Source: an optimization exercise on an open RTL-to-GDS flow (aim: small area). Production flows keep margins and buffers that such runs may drop. Only simulation tests tie the RTL to the original design; equivalence was not proved. Power figures rest on the tool's default switching activity, not on a simulated workload.

==> design/flow/design.v <==
`timescale 1ns / 1ps
module i2c_counter_slave #(
    parameter [6:0] I2C_ADDR = 7'b111_1111
) (
    input  logic clk,
    input  logic reset,    
    input  logic SCL,
    input  logic sda_i,
    output logic sda_o,
    output logic sda_oe,
    output [7:0]  fnd_data,
    output [3:0]  fnd_com,
    output [15:0] led
);
    logic [2:0] scl_pipe_n, sda_pipe_n;
    logic       scl_sync_n, sda_sync_n, scl_prev_n, sda_prev_n;
    function automatic logic maj3(input logic [2:0] v);
        maj3 = (v[0] & v[1]) | (v[1] & v[2]) | (v[0] & v[2]);
    endfunction
    always_ff @(posedge clk or posedge reset) begin
        if (reset) begin
            scl_pipe_n <= 3'b000;
            sda_pipe_n <= 3'b000;
            scl_sync_n <= 1'b0;
            sda_sync_n <= 1'b0;
            scl_prev_n <= 1'b0;
            sda_prev_n <= 1'b0;
        end else begin
            scl_pipe_n <= {scl_pipe_n[1:0], ~SCL};
            sda_pipe_n <= {sda_pipe_n[1:0], ~sda_i};
            scl_sync_n <= maj3(scl_pipe_n);
            sda_sync_n <= maj3(sda_pipe_n);
            scl_prev_n <= scl_sync_n;
            sda_prev_n <= sda_sync_n;
        end
    end
    wire scl_rise = ~scl_sync_n & scl_prev_n;
    wire scl_fall = scl_sync_n & ~scl_prev_n;
    wire start    = ~scl_sync_n & ~sda_prev_n & sda_sync_n;
    wire stop     = ~scl_sync_n & sda_prev_n & ~sda_sync_n;
    wire start_nx = ~maj3(scl_pipe_n) & ~sda_sync_n & maj3(sda_pipe_n);
    localparam logic [3:0] S_IDLE = 4'd0, S_ADDR0 = 4'd1, S_ADDR = 4'd2,
                           S_ACKA = 4'd3, S_REG = 4'd4, S_ACKR = 4'd5,
                           S_RX = 4'd6, S_ACKX = 4'd7, S_TX = 4'd8,
                           S_MACK = 4'd9;
    logic [3:0]  state;
    logic [2:0]  bc;         
    logic [1:0]  bytec;      
    logic [7:0]  sh;         
    logic [1:0]  ra;         
    logic [31:0] reg0, reg1;
    logic [32:0] wk;         
    logic [5:0]  wcnt;
    logic        wdiv;
    logic [15:0] hi;         
    logic [15:0] lo;         
    logic [3:0]  pv;         
    logic [6:0]  pw;         
    wire run  = reg0[0];
    wire updn = reg0[1];
    wire clr  = reg0[2];
    wire load = reg0[3];
    wire tick1k = (pv == 4'd10);
    wire tick   = tick1k & (pw == 7'd99);
    wire nss     = ~start & ~stop;
    wire addr_ok = (sh[7:1] == I2C_ADDR);
    wire st_tx   = (state == S_TX);
    assign sda_oe = nss & (((state == S_ACKA) & addr_ok) | (state == S_ACKR) |
                           (state == S_ACKX) | st_tx);
    assign sda_o  = st_tx & wk[31];
    wire wr      = nss & (state == S_RX) & scl_fall & (bc == 3'd7);
    wire acka    = nss & scl_fall & (state == S_ACKA) & addr_ok;
    wire divgo   = acka & ~sh[0];
    wire txsh    = nss & scl_fall & ((st_tx & (bc != 3'd7)) |
                                     ((state == S_MACK) & ~sh[0]));
    wire cap     = start_nx & ~((state == S_RX) & (ra == 2'd0));
    always_ff @(posedge clk or posedge reset) begin
        if (reset) begin
            state <= S_IDLE;
            ra    <= 2'd0;
        end else begin
            if (start) begin
                state <= S_ADDR0;
            end else if (stop) begin
                state <= S_IDLE;
            end else begin
                case (state)
                    S_ADDR0: if (scl_fall) state <= S_ADDR;
                    S_ADDR:  if (scl_fall && bc == 3'd7) state <= S_ACKA;
                    S_ACKA:  if (!addr_ok) state <= S_IDLE;
                             else if (scl_fall) state <= sh[0] ? S_TX : S_REG;
                    S_REG: begin
                        if (scl_rise) ra <= {ra[0], sda_i};
                        if (scl_fall && bc == 3'd7) state <= S_ACKR;
                    end
                    S_ACKR:  if (scl_fall) state <= S_RX;
                    S_RX:    if (scl_fall && bc == 3'd7) state <= S_ACKX;
                    S_ACKX:  if (scl_fall) state <= S_RX;
                    S_TX:    if (scl_fall && bc == 3'd7) state <= S_MACK;
                    S_MACK:  if (scl_fall) state <= sh[0] ? S_IDLE : S_TX;
                    default: ;
                endcase
            end
        end
    end
    always_ff @(posedge clk) begin
        if (start) begin
            bc    <= 3'd0;
            bytec <= 2'd0;
        end else if (!stop) begin
            if (scl_fall && (state == S_ADDR || state == S_REG ||
                             state == S_RX || state == S_TX))
                bc <= bc + 3'd1;
            if (wr) bytec <= bytec + 2'd1;
            if (scl_rise && (state == S_ADDR || state == S_RX ||
                             state == S_MACK))
                sh <= {sh[6:0], sda_i};
        end
    end
    always_ff @(posedge clk or posedge reset) begin
        if (reset) begin
            reg0 <= 32'd0;
            reg1 <= 32'd0;
        end else begin
            if (wr && ra == 2'd0 && bytec == 2'd0) reg0[31:24] <= sh;
            if (wr && ra == 2'd0 && bytec == 2'd1) reg0[23:16] <= sh;
            if (wr && ra == 2'd0 && bytec == 2'd2) reg0[15:8]  <= sh;
            if (wr && ra == 2'd0 && bytec == 2'd3) reg0[7:0]   <= sh;
            if (wr && ra == 2'd1 && bytec == 2'd0) reg1[31:24] <= sh;
            if (wr && ra == 2'd1 && bytec == 2'd1) reg1[23:16] <= sh;
            if (wr && ra == 2'd1 && bytec == 2'd2) reg1[15:8]  <= sh;
            if (wr && ra == 2'd1 && bytec == 2'd3) reg1[7:0]   <= sh;
            if (reg0[2]) reg0[2] <= 1'b0;
            if (reg0[3]) reg0[3] <= 1'b0;
        end
    end
    function automatic logic [3:0] add3(input logic [3:0] d);
        logic ge5;
        ge5 = d[3] | (d[2] & (d[1] | d[0]));
        add3[3] = ge5;
        add3[2] = (d[2] & ~d[1] & ~d[0]) | (d[3] & d[0]);
        add3[1] = ge5 ? ((d[2] & d[1] & d[0]) | (d[3] & ~d[0])) : d[1];
        add3[0] = d[0] ^ ge5;
    endfunction
    function automatic logic [3:0] half_dig(input logic [3:1] d, input logic c, input logic en);
        logic big;
        big = d[3] | (d[2] & d[1]);
        half_dig[3] = c & (~en | big);
        half_dig[2] = (c & en) ? ~big : d[3];
        half_dig[1] = (c & en) ? (d[2] ^ d[1]) : d[2];
        half_dig[0] = d[1] ^ (c & en);
    endfunction
    function automatic logic [31:0] half_step(input logic [31:0] x, input logic [3:0] en);
        logic [31:0] y;
        y[31:16] = {x[0], x[31:17]};
        for (int j = 0; j < 4; j++)
            y[4*j +: 4] = half_dig(x[4*j+1 +: 3], x[4*j+4], en[j]);
        half_step = y;
    endfunction
    function automatic logic [32:0] shl(input logic [32:0] x, input logic b, input logic dv);
        logic [15:0] a;
        for (int i = 0; i < 4; i++)
            a[4*i +: 4] = dv ? add3(x[4*i +: 4]) : x[4*i +: 4];
        shl = {x[32] | x[31], x[30:16], a[15], a[14:0], dv ? b : x[31]};
    endfunction
    wire [3:0] en = {~wcnt[3], wcnt[3:0] <= 4'd9, wcnt[3:0] <= 4'd11, wcnt[3:0] <= 4'd13};
    wire rcap = start & (ra != 2'd2);
    always_ff @(posedge clk) begin
        if (cap || rcap || divgo) begin
            wk       <= {1'b0, cap ? {hi, lo} :
                               (rcap && ra == 2'd0) ? reg0 :
                               (rcap && ra == 2'd1) ? reg1 : 32'd0};
            wdiv     <= divgo;
            wcnt     <= {1'b0, rcap, 4'd0};
        end else if (txsh || (wdiv && !wcnt[5])) begin
            wk       <= shl(wk, reg1[~wcnt[4:0]], wdiv);
            if (wdiv) wcnt <= wcnt + 6'd1;
        end else if (!wdiv && !wcnt[4]) begin
            wk[31:0] <= half_step(half_step(wk[31:0], en), en);
            wcnt     <= wcnt + 6'd1;
        end
    end
    function automatic logic [4:0] bcd_step(input logic [3:0] d, input logic up);
        logic [3:0] n;
        logic w;
        if (up) begin
            w    = d[3] & d[0];
            n[0] = ~d[0];
            n[1] = (d[1] ^ d[0]) & ~w;
            n[2] = d[2] ^ (d[1] & d[0]);
            n[3] = (d[3] & ~d[0]) | (d[2] & d[1] & d[0]);
        end else begin
            w    = ~(d[3] | d[2] | d[1] | d[0]);
            n[0] = ~d[0];
            n[1] = (d[1] ^ ~d[0]) & ~w;
            n[2] = (d[2] ^ (~d[1] & ~d[0])) & ~w;
            n[3] = w | (d[3] & d[0]);
        end
        bcd_step = {w, n};
    endfunction
    logic [15:0] lo_n;
    logic [4:0]  cy;
    logic [15:0] hi_n;
    logic [16:0] hc;
    always_comb begin
        cy[0] = run & tick;
        for (int i = 0; i < 4; i++) begin
            logic [4:0] r;
            r = bcd_step(lo[4*i +: 4], updn);
            lo_n[4*i +: 4] = cy[i] ? r[3:0] : lo[4*i +: 4];
            cy[i+1] = cy[i] & r[4];
        end
        hc[0] = cy[4];
        for (int i = 0; i < 16; i++) begin
            hi_n[i]  = hi[i] ^ hc[i];
            hc[i+1] = hc[i] & (hi[i] ~^ updn);
        end
    end
    wire        ovf   = wk[32];
    wire [15:0] ld_hi = {16{~clr}} & (wk[31:16] | {16{ovf}});
    wire [15:0] ld_lo = {16{~clr}} & ((wk[15:0] & {16{~ovf}}) | ({16{ovf}} & 16'h9999));
    always_ff @(posedge clk or posedge reset) begin
        if (reset) begin
            hi <= 16'd0;
            lo <= 16'd0;
        end else if (clr || load) begin
            hi <= ld_hi;
            lo <= ld_lo;
        end else begin
            lo <= lo_n;
            hi <= hi_n;
        end
    end
    always_ff @(posedge clk or posedge reset) begin
        if (reset) begin
            pv <= 4'd0;
            pw <= 7'd0;
        end else begin
            pv <= tick1k ? 4'd1 : pv + 4'd1;
            if (tick1k) pw <= (pw == 7'd99) ? 7'd0 : pw + 7'd1;
        end
    end
    assign led = hi;
    wire [1:0] dsel = pw[1:0];
    logic [3:0] digit;
    always_comb begin
        case (dsel)
            2'd0: digit = lo[3:0];
            2'd1: digit = lo[7:4];
            2'd2: digit = lo[11:8];
            default: digit = lo[15:12];
        endcase
    end
    logic [7:0] seg;
    always_comb begin
        case (digit)
            4'd0: seg = 8'hC0;
            4'd1: seg = 8'hF9;
            4'd2: seg = 8'hA4;
            4'd3: seg = 8'hB0;
            4'd4: seg = 8'h99;
            4'd5: seg = 8'h92;
            4'd6: seg = 8'h82;
            4'd7: seg = 8'hF8;
            4'd8: seg = 8'h80;
            4'd9: seg = 8'h90;
            default: seg = 8'hC0;
        endcase
    end
    assign fnd_data = seg;
    assign fnd_com  = (dsel == 2'd0) ? 4'b1110 :
                      (dsel == 2'd1) ? 4'b1101 :
                      (dsel == 2'd2) ? 4'b1011 : 4'b0110;
endmodule
==> design/flow/flow/run.sh <==
#!/bin/bash
# The standard layout with three changes to how the layout is built:
#  * the port buffers are the smallest buffer cell (sky130_fd_sc_hd__buf_1)
#    instead of the delay buffer buffer_ports picks by default;
#  * before detailed placement the resizer's power recovery downsizes cells
#    that have timing slack to spare (flow/downsize.tcl);
#  * clock tree synthesis inserts no dummy loads (the clock buffers are the
#    same clkbuf_8 the flow settings ask for).
# Synthesis is the unchanged standard synthesis. Each step's full output
# goes to its own log file in this folder.
set -euo pipefail
here=$(pwd)
bash standard.sh synth > synth_make.log 2>&1
BUFFER_PORTS_ARGS="-buffer_cell sky130_fd_sc_hd__buf_1" \
PRE_DETAIL_PLACE_TCL="$here/flow/downsize.tcl" \
CTS_ARGS="-sink_clustering_enable -repair_clock_nets -buf_list sky130_fd_sc_hd__clkbuf_8 -dont_use_dummy_load" \
  bash standard.sh finish > layout_make.log 2>&1
==> design/flow/flow/downsize.tcl <==
# Runs before detailed placement: with the clock period far above every path
# delay, let the resizer's power recovery move cells to their smallest sizes
# that still meet timing (registers keep their cell type).
source $::env(PLATFORM_DIR)/setRC.tcl
set_dont_use $::env(DONT_USE_CELLS)
estimate_parasitics -placement
repair_timing -recover_power 100
==> design/flow/standard.sh <==
#!/bin/bash
# synth_recipe.tcl (not shown) runs the flow's synth.tcl, then flattens the netlist and writes it again
# the make line also repeats each setting of config.mk as NAME=value (left out here)
make -C /OpenROAD-flow-scripts/flow DESIGN_CONFIG=/design/flow/config.mk WORK_HOME=/design/flow/orfs CLKGATE_MAP_FILE= SYNTH_SCRIPT=/design/flow/synth_recipe.tcl "${@:-finish}"
==> design/flow/config.mk <==
export PLATFORM = sky130hd
export DESIGN_NAME = i2c_counter_slave
export DESIGN_NICKNAME = i2c_counter_slave
export VERILOG_FILES = /design/flow/design.v
export SDC_FILE = /design/flow/constraint.sdc
export NUM_CORES = 4
export LEC_CHECK = 0
export ABC_AREA = 1
export CAP_MARGIN = 20
export CORE_MARGIN = 2
export CORE_UTILIZATION = 75
export CTS_BUF_LIST = sky130_fd_sc_hd__clkbuf_8
export PLACE_DENSITY = 0.85
export SLEW_MARGIN = 20
==> design/flow/constraint.sdc <==
create_clock -name core_clock -period 150.0 [get_ports {clk}]
set_input_delay 30.0000 -clock core_clock [delete_from_list [all_inputs] [get_ports {clk}]]
set_output_delay 30.0000 -clock core_clock [all_outputs]
set_load 0.01 [all_outputs]
==> results.cfg, run 1 <==
[outcome]
status = complete, no violations

[yosys]
ys_seq_area_share_pct = 44.0
synth_nets = 1341
syn_area_um2 = 10400
synth-simple-area-share_pct = 21.5
synth_compound_area_share_pct = 19.2
synthCells = 1299
synth_top_family_by_area = simple AND/OR/NAND/NOR gates
synthAdderAreaFrac_pct = 4.81
synth_ff_type = dfrtp_1
ys_ff_latch = 176
synth_mux_area_share_pct = 0.423
synth_edf_count = 42
yosysWarnings = 1
async_reset_ff_share_pct = 69.9
synthDistinctLibCells = 56
syn_area_per_cell_um2 = 7.97
synthXorXnorAreaFrac_pct = 2.20

[clocking]
cts_tree = yes
cts_max_level = 4
clock_path_buffers = 2
clockRootBuffer = clkbuf_8
postCtsSetupBuffers = 0
clk_pin_slew_worst_paths_ns = 0.08
hold_buffers = 0
clock-sinks = 176
clock_latency_ns = 0.47
numCtsBuffers = 17
cts_resized = 0

[cells_and_area]
area_growth_syn_to_layout_pct = 3.72
diodes = 0
fillers = 948
fin_nets = 1356
register_area_um2 = 4560
final_cells = 1488
drive_gt1_share_pct = 5.26
multiInputGateArea_um2 = 4880
final_area_um2 = 10700
final_common_cell = nand2_1
mostFrequentLayoutCells = 254 x nand2_1, 203 x o21ai_0, 131 x inv_1, 123 x dfrtp_1, 104 x nand3_1

[floorplan]
start_util_pct = 77.6
num_rows = 42
die_h_um = 121
core_um2 = 13300
dieWidth_um = 121
io_pins = 34
dieArea_um2 = 14800

[sta]
setup_viol = 0
fin_setup_tns_ns = 0
fin_hold_ws_ns = 0.390
slew_headroom_pct = 30.3
max_freq_ghz = 0.0307
slew_violations = 0
timing.final.crit_share_pct = 21.7
skew_ns = 0.0241
hold_viol = 0
min_period_ns = 32.61
tightest_slew_ns = 1.04
rsz0062_at_grt = no

[drt]
vias_per_cell = 6.47
drt_iter0_markers = 1306
drc = 0
routed_wl_um = 28400
drt_pass1_iterations = 9
vias = 9620
antenna_left = 0
wire_per_inst_um = 19.1

[placed_design]
io_buffers = 32
hpwlAfterDp_um = 20300
placed_cell_area_um2 = 10400
gp_congestion = 1.02
place_inst = 1467

[critical_path]
slowest_stage = dfrtp_1
worstReg2RegStart = sda_prev_n$_DFF_PP0_
arrival_ns = 2.61
crit_start = pw[0]$_DFFE_PP0N_
critPathMaxStageDelay_ns = 0.42
critPathCaptureType = output port
cp_max_fo = 5
critPathKind = reg2out
worst_setup_path_start_kind = flop
crit_top_cell = inv_1
required_ns = 120.00
crit_chain = inv_1 > ha_1 > inv_1 > o22ai_1 > o22ai_1 > inv_1 > ha_1 > nor3_1 > buf_1

[flow_run]
timing.max_cap.violations = 0

[min_path]
hp-class = reg2reg
hold_start = scl_pipe_n[1]$_DFF_PP0_

[power]
peakVddDrop_uv = 10.2
p_per_area_nw_per_um2 = 11.9
power.leakage_nw = 4.86

[global_route]
grt_pass1_vias = 8804
antenna_found_initial = 0
grt_usage_pct = 40.0
gr-total-overflow = 0
grt_max_degree = 70
grt_pass1_wl_um = 45300
-- cell families after synthesis --
logic type / Yosys count
AND/OR/NAND/NOR: 495
AO/OA/AOI/OAI: 352
buffers and inverters: 205
flip-flops: 176
adder cells (fa/ha/maj): 40
XOR/XNOR: 26
multiplexers: 4
other: 1
-- cell type report --
class | instances | area share (%)
Tap cell | 176 | 2.05
Inverter | 156 | 5.49
Multi-Input combinational cell | 918 | 45.4
Sequential cell | 176 | 42.5
Clock buffer | 17 | 2.18
Timing Repair Buffer | 45 | 2.41
-- worst max-delay path, delay by kind of cell, from the launching register on --
kind / cells / cell delay [ns]
buffers and inverters: 4 / 0.58
adder cells (fa/ha/maj): 2 / 0.54
flip-flops: 1 / 0.42
AO/OA/AOI/OAI: 2 / 0.39
AND/OR/NAND/NOR: 1 / 0.23
-- stage by stage --
step	setup slack (ns)	util, %	power [mW]
6_report	117.39	80.4	0.128
3_3_place_gp	118.07	79.1	0.101
2_1_floorplan	116.73	-	0.0914
3_5_place_dp	115.23	78.0	0.101
5_1_grt	117.27	80.4	0.135
4_1_cts	115.73	79.8	0.126
-- final timing paths --
kind,to,slack [ns],cells past startpoint
worst max-delay path,fnd_data[1],117.39,9
worst min-delay path,scl_pipe_n[2]$_DFF_PP0_,0.39,0
worst max register to register,flop,145.78,11
worst min register to register,scl_pipe_n[2]$_DFF_PP0_,0.39,0
max in group asynchronous,reg0[3]$_DFF_PP0_,119.09,5
min in group asynchronous,pw[6]$_DFFE_PP0N_,29.43,2
-- report_power, final --
part           total [mW]  internal, mW  switching [mW]
registers          0.0638        0.0559         0.00791
logic              0.0389        0.0141          0.0248
clock network      0.0250        0.0100          0.0150
total               0.128        0.0800          0.0477
-- synth_stat cells, types with 4 or more instances --
library cell | number | area share, %
o21ai_0 | 157 | 7.6
nand2_1 | 253 | 9.2
o2111ai_1 | 5 | 0.42
a31oi_1 | 7 | 0.42
buf_2 | 5 | 0.24
dfxtp_1 | 11 | 2.1
o221ai_1 | 9 | 0.76
nor2_1 | 83 | 3.0
clkbuf_1 | 35 | 1.3
nor3_1 | 17 | 0.82
a21oi_1 | 58 | 2.8
ha_1 | 38 | 4.6
dfrtp_1 | 123 | 30
nand3_1 | 103 | 5.0
inv_1 | 127 | 4.6
nor2_4 | 4 | 0.44
nor2_2 | 4 | 0.24
xnor2_1 | 13 | 1.1
buf_4 | 6 | 0.44
o211ai_1 | 17 | 1.2
o22ai_1 | 16 | 0.97
a221o_1 | 7 | 0.68
xor2_1 | 13 | 1.1
or2_2 | 4 | 0.24
edfxtp_1 | 42 | 12
nand4_1 | 11 | 0.66
inv_2 | 27 | 0.98
o21ai_1 | 59 | 2.9
-- registers in the layout (all words and copies together), names as in the netlist, 3 cells and up, named ones only --
name	flops
sda_pipe_n	3
sh	8
wk	29
reg1	32
bc	3
wcnt	6
reg0	32
pv	4
pw	7
lo	12
scl_pipe_n	3
hi	16
state	4
-- per-layer routing --
metal / global-route usage (%) / wire (um)
met5: 0 / 0
met4: 14.5 / 841
met3: 9.30 / 3390
met2: 61.0 / 13000
met1: 56.4 / 11200
==> inputs of run 2 (changes only) <==
--- a/design/flow/design.v
+++ b/design/flow/design.v
@@ -67,7 +67,8 @@
     wire st_tx   = (state == S_TX);
     assign sda_oe = nss & (((state == S_ACKA) & addr_ok) | (state == S_ACKR) |
                            (state == S_ACKX) | st_tx);
-    assign sda_o  = st_tx & wk[31];
+    wire   rd_bit = reg1[~wcnt[4:0]];    
+    assign sda_o  = st_tx & ((ra == 2'd1) ? rd_bit : wk[31]);
     wire wr      = nss & (state == S_RX) & scl_fall & (bc == 3'd7);
     wire acka    = nss & scl_fall & (state == S_ACKA) & addr_ok;
     wire divgo   = acka & ~sh[0];
@@ -168,14 +169,14 @@
     always_ff @(posedge clk) begin
         if (cap || rcap || divgo) begin
             wk       <= {1'b0, cap ? {hi, lo} :
-                               (rcap && ra == 2'd0) ? reg0 :
-                               (rcap && ra == 2'd1) ? reg1 : 32'd0};
+                               (rcap && ra == 2'd0) ? reg0 : 32'd0};
             wdiv     <= divgo;
-            wcnt     <= {1'b0, rcap, 4'd0};
+            wcnt     <= {rcap, 5'd0};
         end else if (txsh || (wdiv && !wcnt[5])) begin
-            wk       <= shl(wk, reg1[~wcnt[4:0]], wdiv);
+            wk       <= shl(wk, rd_bit, wdiv);
             if (wdiv) wcnt <= wcnt + 6'd1;
-        end else if (!wdiv && !wcnt[4]) begin
+            else if (ra == 2'd1) wcnt[4:0] <= wcnt[4:0] + 5'd1;
+        end else if (!wdiv && !wcnt[5] && !wcnt[4]) begin
             wk[31:0] <= half_step(half_step(wk[31:0], en), en);
             wcnt     <= wcnt + 6'd1;
         end
==> results.cfg, run 2 <==
[yosys]
synth_area_leaders = dfrtp_1 31%, edfxtp_1 13%, nand2_1 11%
yosysMostFrequentCell = nand2_1
synth_edf_count = 42
synth_ff_type = dfrtp_1
synthAdderAreaFrac_pct = 4.96
synth_top_area_share_pct = 30.8
synth.top_cells.by_count = 288 x nand2_1, 212 x o21ai_0, 131 x inv_1, 123 x dfrtp_1, 95 x nor2_1
synth_mux_area_share_pct = 0.213
synth_top_family_by_area = simple AND/OR/NAND/NOR gates
synthDistinctLibCells = 50
yosys.area.top_type = dfrtp_1
synthXorXnorAreaFrac_pct = 2.28
yosysWarnings = 1
synth_nets = 1296
synth_compound_area_share_pct = 19.1
synthCells = 1254
async_reset_ff_share_pct = 69.9
syn_area_per_cell_um2 = 7.97
ys_seq_area_share_pct = 45.6
synth-simple-area-share_pct = 20.4
syn_area_um2 = 10000
ys_ff_latch = 176

[sta]
rsz0062_at_grt = no
hold_viol = 0
fin_setup_tns_ns = 0
max_freq_ghz = 0.0302
timing.final.crit_share_pct = 22.1
tightest_slew_ns = 0.949
slew_headroom_pct = 36.7
setup_viol = 0
slew_violations = 0
min_period_ns = 33.14
skew_ns = 0.0224

[clocking]
clk_pin_slew_worst_paths_ns = 0.08
clock-sinks = 176
cts_max_level = 4
hold_buffers = 0
numCtsBuffers = 17
clock_path_buffers = 2
cts_tree = yes
cts_resized = 0
clockRootBuffer = clkbuf_8
postCtsSetupBuffers = 0
clock_latency_ns = 0.47

[drt]
vias_per_cell = 6.21
drt_iter0_markers = 1130
antenna_left = 0
drc = 0
routed_wl_um = 25100
wire_per_inst_um = 17.3
drt_pass1_iterations = 6
vias = 8989

[power]
p_per_area_nw_per_um2 = 12.9
pwr-share-comb_pct = 32.5
power.leakage_nw = 4.77
clock_power_share_pct = 18.5
switching_share_pct = 37.7
internal_power_mw = 0.0838
pwr-share-seq_pct = 48.9
p_sw_mw = 0.0508
p_total_mw = 0.135
peakVddDrop_uv = 8.77

[flow_run]
timing.max_cap.violations = 0

[min_path]
hp-class = reg2reg
min_path_cells = 0
hold_start = sda_pipe_n[1]$_DFF_PP0_

[critical_path]
worstReg2RegStart = reg0[1]$_DFFE_PP0P_
crit_chain = clkinv_1 > o21ai_0 > o211ai_1 > nand3_1 > nand3_1 > o21ai_0 > a21oi_1 > buf_1
critPathCaptureType = output port
worst_setup_path_start_kind = flop
critPathKind = reg2out
critPathMaxStageDelay_ns = 0.82
cp_max_fo = 22
required_ns = 120.00
reg2regPathDepth = 11
crit_start = wcnt[0]$_SDFFE_PN0P_
slowest_stage = dfxtp_1
arrival_ns = 3.14

[placed_design]
gp_congestion = 0.989
io_buffers = 32
hpwlAfterDp_um = 17500

[cells_and_area]
postLayoutCoreUtil_pct = 79.3
fin_nets = 1316
drive_gt1_share_pct = 4.25
mostFrequentLayoutCells = 289 x nand2_1, 218 x o21ai_0, 133 x inv_1, 123 x dfrtp_1, 99 x nor2_1
final_common_cell = nand2_1
area_growth_syn_to_layout_pct = 4.23
reg.largest.list = reg0: 32 flops, reg1: 32 flops, wk: 29 flops
diodes = 0

[global_route]
grt_pass1_wl_um = 41100
antenna_found_initial = 0
grt_usage_pct = 36.4
grt_pass1_vias = 8273
gr-total-overflow = 0
grt_max_degree = 80

[floorplan]
die_h_um = 119
dieArea_um2 = 14300
start_util_pct = 76.1
io_pins = 34
core_um2 = 13100
dieWidth_um = 119
num_rows = 42

[outcome]
status = complete, no violations
[run 2: cell count changes after synthesis, moves of 5 or more]
cell / change
clkbuf_1: -6
inv_2: -11
nand2_1: +35
buf_4: -5
o21ai_0: +55
o211ai_1: -8
a21oi_1: -12
a221o_1: -7
nor2_1: +12
nand3_1: -68
o2111ai_1: +12
o21ai_1: -45
[run 2: cells by family (layout without fill, tap and decap cells)]
| family | count (synthesis) | in the layout |
|---|---|---|
| AOI/OAI and AO/OA | 344 | 344 |
| and+or+nand+nor | 476 | 476 |
| other | 1 | 1 |
| adders and majority gates | 40 | 40 |
| buffers and inverters | 189 | 207 |
| DFF | 176 | 176 |
| muxes | 2 | 2 |
| xor gates and xnor gates | 26 | 26 |
[run 2: power groups by stage]
stage	clock (mW)	sequential, mW	combinational (mW)
2_1_floorplan	0	0.0624	0.0346
3_3_place_gp	0	0.0660	0.0406
3_5_place_dp	0	0.0663	0.0421
4_1_cts	0.0249	0.0654	0.0424
5_1_grt	0.0267	0.0667	0.0496
6_report	0.0249	0.0658	0.0438
[run 2: area by class of cell]
cell class                      instances  area (um2)
Sequential cell                       176        4560
Timing Repair Buffer                   41         225
Multi-Input combinational cell        889        4620
Clock buffer                           17         234
Tap cell                              176         220
Fill cell                             990        2720
Inverter                              149         563
[run 2: final timing paths]
kind                            slack, ns                      end
worst min register to register       0.39  sda_pipe_n[2]$_DFF_PP0_
max in group asynchronous          119.24        pw[0]$_DFFE_PP0N_
min in group asynchronous           29.51      reg1[7]$_DFFE_PP0P_
worst max-delay path               116.86                    sda_o
worst max register to register     146.00         hi[15]$_DFF_PP0_
worst min-delay path                 0.39  sda_pipe_n[2]$_DFF_PP0_
[run 2: critical path, delay by kind of cell (launching register included)]
kind	cells	cell delay, ns
AND/OR/NAND/NOR	2	0.18
buffers and inverters	2	0.73
flip-flops	1	0.82
AO/OA/AOI/OAI	4	0.93
[run 2: layer usage]
layer  routed length, um  global-route usage (%)  share of wire [%]  up-vias
li1                    -                       -                  -     4250
met1               10300                    51.8                 41     4160
met4                 577                    11.8                2.3        0
met2               11600                    57.2                 46      510
met5                   0                       0                  0        -
met3                2600                    6.66                 10       69
[run 2: through the flow]
stage / worst slack, ns / area (um2) / std cells / hold slack [ns]
after floorplan: 116.73 / 10000 / 1254 / 0.356
after global placement: 117.65 / 10200 / 1428 / 0.361
after detailed placement: 115.32 / 10100 / 1428 / 0.370
after CTS: 115.79 / 10300 / 1445 / 0.389
after global routing: 116.69 / 10400 / 1448 / 0.399
final: 116.86 / 10400 / 1448 / 0.388
==> inputs of run 3 (changes only) <==
--- a/design/flow/config.mk
+++ b/design/flow/config.mk
@@ -6,9 +6,9 @@
 export NUM_CORES = 4
 export LEC_CHECK = 0
 export ABC_AREA = 1
-export CAP_MARGIN = 20
+export CAP_MARGIN = 0
 export CORE_MARGIN = 2
 export CORE_UTILIZATION = 75
 export CTS_BUF_LIST = sky130_fd_sc_hd__clkbuf_8
 export PLACE_DENSITY = 0.85
-export SLEW_MARGIN = 20
+export SLEW_MARGIN = 0
==> results.cfg, run 3 <==
[power]
peakVddDrop_uv = 8.97
internal_power_mw = 0.0834
power.leakage_nw = 4.75
p_sw_mw = 0.0504
pwr-share-seq_pct = 49.3
clock_power_share_pct = 18.6
p_per_area_nw_per_um2 = 12.9
pwr-share-comb_pct = 32.2
p_total_mw = 0.134
switching_share_pct = 37.7

[critical_path]
worst_setup_path_start_kind = flop
arrival_ns = 3.18
regToRegSetupSlack_ns = 144.97
required_ns = 120.00
slowest_stage = dfxtp_1
critPathBufInv = 2
critPathMaxStageDelay_ns = 0.82
crit_start = wcnt[0]$_SDFFE_PN0P_
critPathKind = reg2out
worstReg2RegStart = state[3]$_DFFE_PP0P_
reg2regPathDepth = 12
path_depth = 8
critPathTopFamily = compound AO/OA/AOI/OAI gates
cp_max_fo = 22
crit_chain = clkinv_1 > o21ai_0 > o211ai_1 > nand3_1 > nand3_1 > o21ai_0 > a21oi_1 > buf_1
critPathCaptureType = output port

[yosys]
synthDistinctLibCells = 50
synth_top_area_share_pct = 30.8
synth_nets = 1296
async_reset_ff_share_pct = 69.9
synth.top_cells.by_count = 288 x nand2_1, 212 x o21ai_0, 131 x inv_1, 123 x dfrtp_1, 95 x nor2_1
ys_ff_latch = 176
synth_ff_type = dfrtp_1
synth_area_leaders = dfrtp_1 31%, edfxtp_1 13%, nand2_1 11%
syn_area_per_cell_um2 = 7.97
ys_seq_area_share_pct = 45.6
synthCells = 1254
yosysMostFrequentCell = nand2_1
syn_area_um2 = 10000
yosys.area.top_type = dfrtp_1
synth_edf_count = 42
yosysWarnings = 1

[min_path]
hold_start = sda_pipe_n[1]$_DFF_PP0_
hp-class = reg2reg
min_path_cells = 0

[clocking]
clockRootBuffer = clkbuf_8
cts_resized = 0
clock_path_buffers = 2
cts_max_level = 4
numCtsBuffers = 17
cts_tree = yes
clock-sinks = 176
postCtsSetupBuffers = 0
clock_latency_ns = 0.46
hold_buffers = 0
clk_pin_slew_worst_paths_ns = 0.08

[floorplan]
dieWidth_um = 119
dieArea_um2 = 14300
num_rows = 42
start_util_pct = 76.1
core_um2 = 13100
io_pins = 34
die_h_um = 119

[sta]
slew_headroom_pct = 8.98
skew_ns = 0.0229
slew_violations = 0
hold_viol = 0
max_freq_ghz = 0.0301
timing.final.crit_share_pct = 22.1
fin_setup_tns_ns = 0
rsz0062_at_grt = no
layout_setup_ws_ns = 116.82
setup_viol = 0
min_period_ns = 33.18
tightest_slew_ns = 1.37

[drt]
antenna_left = 0
vias_per_cell = 6.20
routed_wl_um = 24800
drc = 0
vias = 8967
drt_pass1_iterations = 6
drt_iter0_markers = 1153
wire_per_inst_um = 17.1

[placed_design]
placed_cell_area_um2 = 10100
place_inst = 1428
io_buffers = 32
gp_congestion = 0.989
pre_cts_slack_ns = 115.32
hpwlAfterDp_um = 17500

[global_route]
grt_pass1_wl_um = 41100
gr-total-overflow = 0
grt_pass1_vias = 8273
antenna_found_initial = 0
grt_usage_pct = 36.4
grt_max_degree = 80

[cells_and_area]
mostFrequentLayoutCells = 289 x nand2_1, 218 x o21ai_0, 133 x inv_1, 123 x dfrtp_1, 99 x nor2_1
reg.largest.list = reg0: 32 flops, reg1: 32 flops, wk: 29 flops
final_cells = 1447
register_area_um2 = 4560
multiInputGateArea_um2 = 4610
final_common_cell = nand2_1
final_area_um2 = 10400
diodes = 0
drive_gt1_share_pct = 3.93
fin_nets = 1315
fillers = 989
area_growth_syn_to_layout_pct = 3.86

[outcome]
status = complete, no violations

[flow_run]
timing.max_cap.violations = 0
==> run 3: logic make-up (layout without fill, tap and decap cells) <==
| family | after synthesis | after routing | share of synthesized area [%] |
|---|---|---|---|
| compound gates | 344 | 344 | 19.1 |
| xor+xnor | 26 | 26 | 2.28 |
| fa+ha+maj | 40 | 40 | 4.96 |
| buf+inv | 189 | 206 | 7.32 |
| flops | 176 | 176 | 45.6 |
| mux | 2 | 2 | 0.213 |
| other cells | 1 | 1 | 0.0375 |
| simple gates | 476 | 476 | 20.4 |
==> run 3: cell type report <==
| type | instances | area share (%) |
|---|---|---|
| tap | 176 | 2.12 |
| timing repair buffer | 40 | 1.86 |
| clock buffer | 17 | 2.25 |
| inverter | 149 | 5.42 |
| sequential | 176 | 43.9 |
| multi-input combinational | 889 | 44.4 |
==> run 3: worst paths after layout <==
check                                        endpoint
max                                             sda_o
max reg2reg                                      flop
min                           sda_pipe_n[2]$_DFF_PP0_
min reg2reg                   sda_pipe_n[2]$_DFF_PP0_
max in group asynchronous  asynchronous set/reset pin
min in group asynchronous         reg1[7]$_DFFE_PP0P_
==> run 3: power by group through the flow <==
stage	Combinational [mW]	Sequential [mW]	Clock [mW]
2_1_floorplan	0.0346	0.0624	0
3_3_place_gp	0.0406	0.0660	0
3_5_place_dp	0.0421	0.0663	0
4_1_cts	0.0424	0.0654	0.0249
5_1_grt	0.0488	0.0667	0.0266
6_report	0.0431	0.0659	0.0249
==> run 3: per-layer routing <==
layer / up-vias / GRT usage [%] / part of all wire, %
met5: - / 0 / 0
met4: 0 / 11.8 / 2.1
met3: 61 / 6.66 / 9.5
met2: 451 / 57.2 / 47
met1: 4204 / 51.8 / 42
li1: 4251 / - / -
==> run 3: metrics by stage <==
step                      utilization [%]  hold slack [ns]
after CTS                            78.7            0.389
after global placement               77.7            0.361
final                                79.0            0.389
after global routing                 79.0            0.399
after detailed placement             76.9            0.370
after floorplan                         -            0.356
==> inputs of run 4 (changes only) <==
==> design/flow/run.sh (new file) <==
#!/bin/bash
# synth_recipe.tcl (not shown) runs the flow's synth.tcl, then flattens the netlist and writes it again
# the make line also repeats each setting of config.mk as NAME=value (left out here)
make -C /OpenROAD-flow-scripts/flow DESIGN_CONFIG=/design/flow/config.mk WORK_HOME=/design/flow/orfs CLKGATE_MAP_FILE= SYNTH_SCRIPT=/design/flow/synth_recipe.tcl finish
removed: design/flow/flow/run.sh
removed: design/flow/flow/downsize.tcl
removed: design/flow/standard.sh
==> results.cfg, run 4 <==
[floorplan]
die_h_um = 119
num_rows = 42
dieArea_um2 = 14300
io_pins = 34
start_util_pct = 76.1
dieWidth_um = 119
core_um2 = 13100

[min_path]
min_to = sda_pipe_n[2]$_DFF_PP0_
hold_start = sda_pipe_n[1]$_DFF_PP0_
hp-class = reg2reg
min_path_cells = 0

[clocking]
cts_tree = yes
cts_max_level = 4
clock-sinks = 176
numCtsBuffers = 17
postCtsSetupBuffers = 0
clock_path_buffers = 2
clockRootBuffer = clkbuf_8
clk_pin_slew_worst_paths_ns = 0.11
hold_buffers = 0
cts_resized = 0
clock_latency_ns = 0.50

[yosys]
synthXorXnorAreaFrac_pct = 2.28
synthCells = 1254
synth_nets = 1296
synth_compound_area_share_pct = 19.1
synth_edf_count = 42
ys_ff_latch = 176
synth_top_area_share_pct = 30.8
synth-simple-area-share_pct = 20.4
synthDistinctLibCells = 50
synthAdderAreaFrac_pct = 4.96
async_reset_ff_share_pct = 69.9
yosysWarnings = 1
synth_ff_type = dfrtp_1
synth.top_cells.by_count = 288 x nand2_1, 212 x o21ai_0, 131 x inv_1, 123 x dfrtp_1, 95 x nor2_1
yosysMostFrequentCell = nand2_1
ys_seq_area_share_pct = 45.6
synth_mux_area_share_pct = 0.213
synth_top_family_by_area = simple AND/OR/NAND/NOR gates
syn_area_um2 = 10000
synth_area_leaders = dfrtp_1 31%, edfxtp_1 13%, nand2_1 11%
syn_area_per_cell_um2 = 7.97
yosys.area.top_type = dfrtp_1

[sta]
setup_viol = 0
min_period_ns = 33.47
skew_ns = 0.0221
tightest_slew_ns = 0.951
rsz0062_at_grt = no
slew_violations = 0
fin_setup_tns_ns = 0
max_freq_ghz = 0.0299
timing.final.crit_share_pct = 22.3
layout_setup_ws_ns = 116.53
slew_headroom_pct = 36.5
hold_viol = 0

[power]
p_per_area_nw_per_um2 = 13.1
power.leakage_nw = 4.90
peakVddDrop_uv = 10.6

[critical_path]
critPathMaxStageDelay_ns = 0.76
path_depth = 8
reg2regPathDepth = 14
cp_max_fo = 22
crit_chain = clkinv_1 > o21ai_0 > o22ai_1 > nand2_1 > nand3_1 > o21ai_0 > a21oi_1 > clkdlybuf4s50_1
worst_setup_path_start_kind = flop
worstReg2RegStart = wcnt[0]$_SDFFE_PN0P_
arrival_ns = 3.47
slowest_stage = dfxtp_1
critPathBufInv = 2
regToRegSetupSlack_ns = 146.29
crit_top_cell = o21ai_0
critPathTopFamily = buffers and inverters
critPathKind = reg2out
critPathCaptureType = output port
required_ns = 120.00

[drt]
drt_iter0_markers = 1140
wire_per_inst_um = 17.5
drt_pass1_iterations = 12
drc = 0
vias_per_cell = 6.26
antenna_left = 0
vias = 9137
routed_wl_um = 25600

[cells_and_area]
fin_nets = 1313
final_common_cell = nand2_1
final_cells = 1460
drive_gt1_share_pct = 5.92
area_growth_syn_to_layout_pct = 7.92
fillers = 848
diodes = 0
mostFrequentLayoutCells = 288 x nand2_1, 212 x o21ai_0, 132 x inv_1, 123 x dfrtp_1, 95 x nor2_1
reg.largest.list = reg0: 32 flops, reg1: 32 flops, wk: 29 flops

[placed_design]
io_buffers = 32
gp_congestion = 0.957
hpwlAfterDp_um = 17300
place_inst = 1428
pre_cts_slack_ns = 117.16

[outcome]
status = complete, no violations

[global_route]
antenna_found_initial = 0
grt_pass1_wl_um = 41600
gr-total-overflow = 0
grt_pass1_vias = 8293
grt_max_degree = 69
grt_usage_pct = 37.1

[flow_run]
timing.max_cap.violations = 0
==> run 4: cell types whose count changed in the layout (fill, tap and decap cells not counted), sizes merged, moves of 2 or more <==
cell / previous run / this run
clkdlybuf4s50: 0 / 32
buf: 36 / 6
inv: 146 / 156
clkbuf: 21 / 18
clkinv: 2 / 4
==> run 4: worst max-delay path by stage <==
stage | startpoint | end | slack (ns)
final | wcnt[0]$_SDFFE_PN0P_ | sda_o | 116.53
after global routing | wcnt[0]$_SDFFE_PN0P_ | sda_o | 116.26
after CTS | wcnt[0]$_SDFFE_PN0P_ | sda_o | 116.53
after detailed placement | wcnt[0]$_SDFFE_PN0P_ | sda_o | 117.16
after global placement | wcnt[0]$_SDFFE_PN0P_ | sda_o | 117.29
after floorplan | reset | asynchronous set/reset pin | 116.73
==> run 4: area by class of cell <==
type                       count  area, um2  area share (%)
timing repair buffer          38        365            3.39
clock buffer                  18        248            2.30
sequential                   176       4560            42.3
tap                          176        220            2.04
inverter                     149        562            5.21
multi-input combinational    889       4700            43.6
clock inverter                14        129            1.19
==> run 4: power breakdown <==
group	switching, mW	internal, mW
Sequential	0.00823	0.0574
Clock	0.0186	0.0138
Combinational	0.0273	0.0160
==> run 4: logic make-up after synthesis <==
| kind of cell | Yosys count |
|---|---|
| multiplexers | 2 |
| XOR/XNOR | 26 |
| AND/OR/NAND/NOR | 476 |
| AO/OA/AOI/OAI | 344 |
| other | 1 |
| adder cells (fa/ha/maj) | 40 |
| flip-flops | 176 |
| buffers and inverters | 189 |
==> run 4: routing by layer <==
layer	track usage (%)	share of wire [%]
met3	6.37	9.7
met5	0	0
met4	14.8	3.0
met1	52.2	41
met2	57.8	46
==> run 4: per-stage QoR <==
step                hold slack, ns  power, mW  util [%]  instance area [um2]
finish                       0.376      0.141      82.1                10800
global route                 0.400      0.150      82.1                10800
CTS                          0.379      0.140      82.1                10800
detailed placement           0.366      0.108      79.2                10400
global placement             0.360      0.107      79.2                10400
floorplan                    0.356     0.0970         -                10000

## what the ideal ports hide
No port has a modelled driver above. Below, the same layouts with a new extraction and two added sets of constraints.
Step 1, drivers: a clkbuf_16 drives clk and a buf_2 each remaining input, both assumed.
Step 2 also shifts input and output timing later by t, the mid clock arrival at the registers, as if the neighbouring blocks saw the same clock.
a / b / c = ideal / step 1 / step 2; a / b = the first two.
run | shift t [ns] | slack for setup (ns) | slew at the worst register clock pin (ns)
run 1 | 0.501 | 117.390 / 117.350 / 117.851 | 0.09 / 0.09
run 2 | 0.497 | 116.861 / 116.825 / 117.323 | 0.09 / 0.09
run 3 | 0.492 | 116.822 / 116.785 / 117.277 | 0.09 / 0.09
run 4 | 0.525 | 116.526 / 116.487 / 117.012 | 0.11 / 0.11
After both steps every run listed still meets setup and hold.
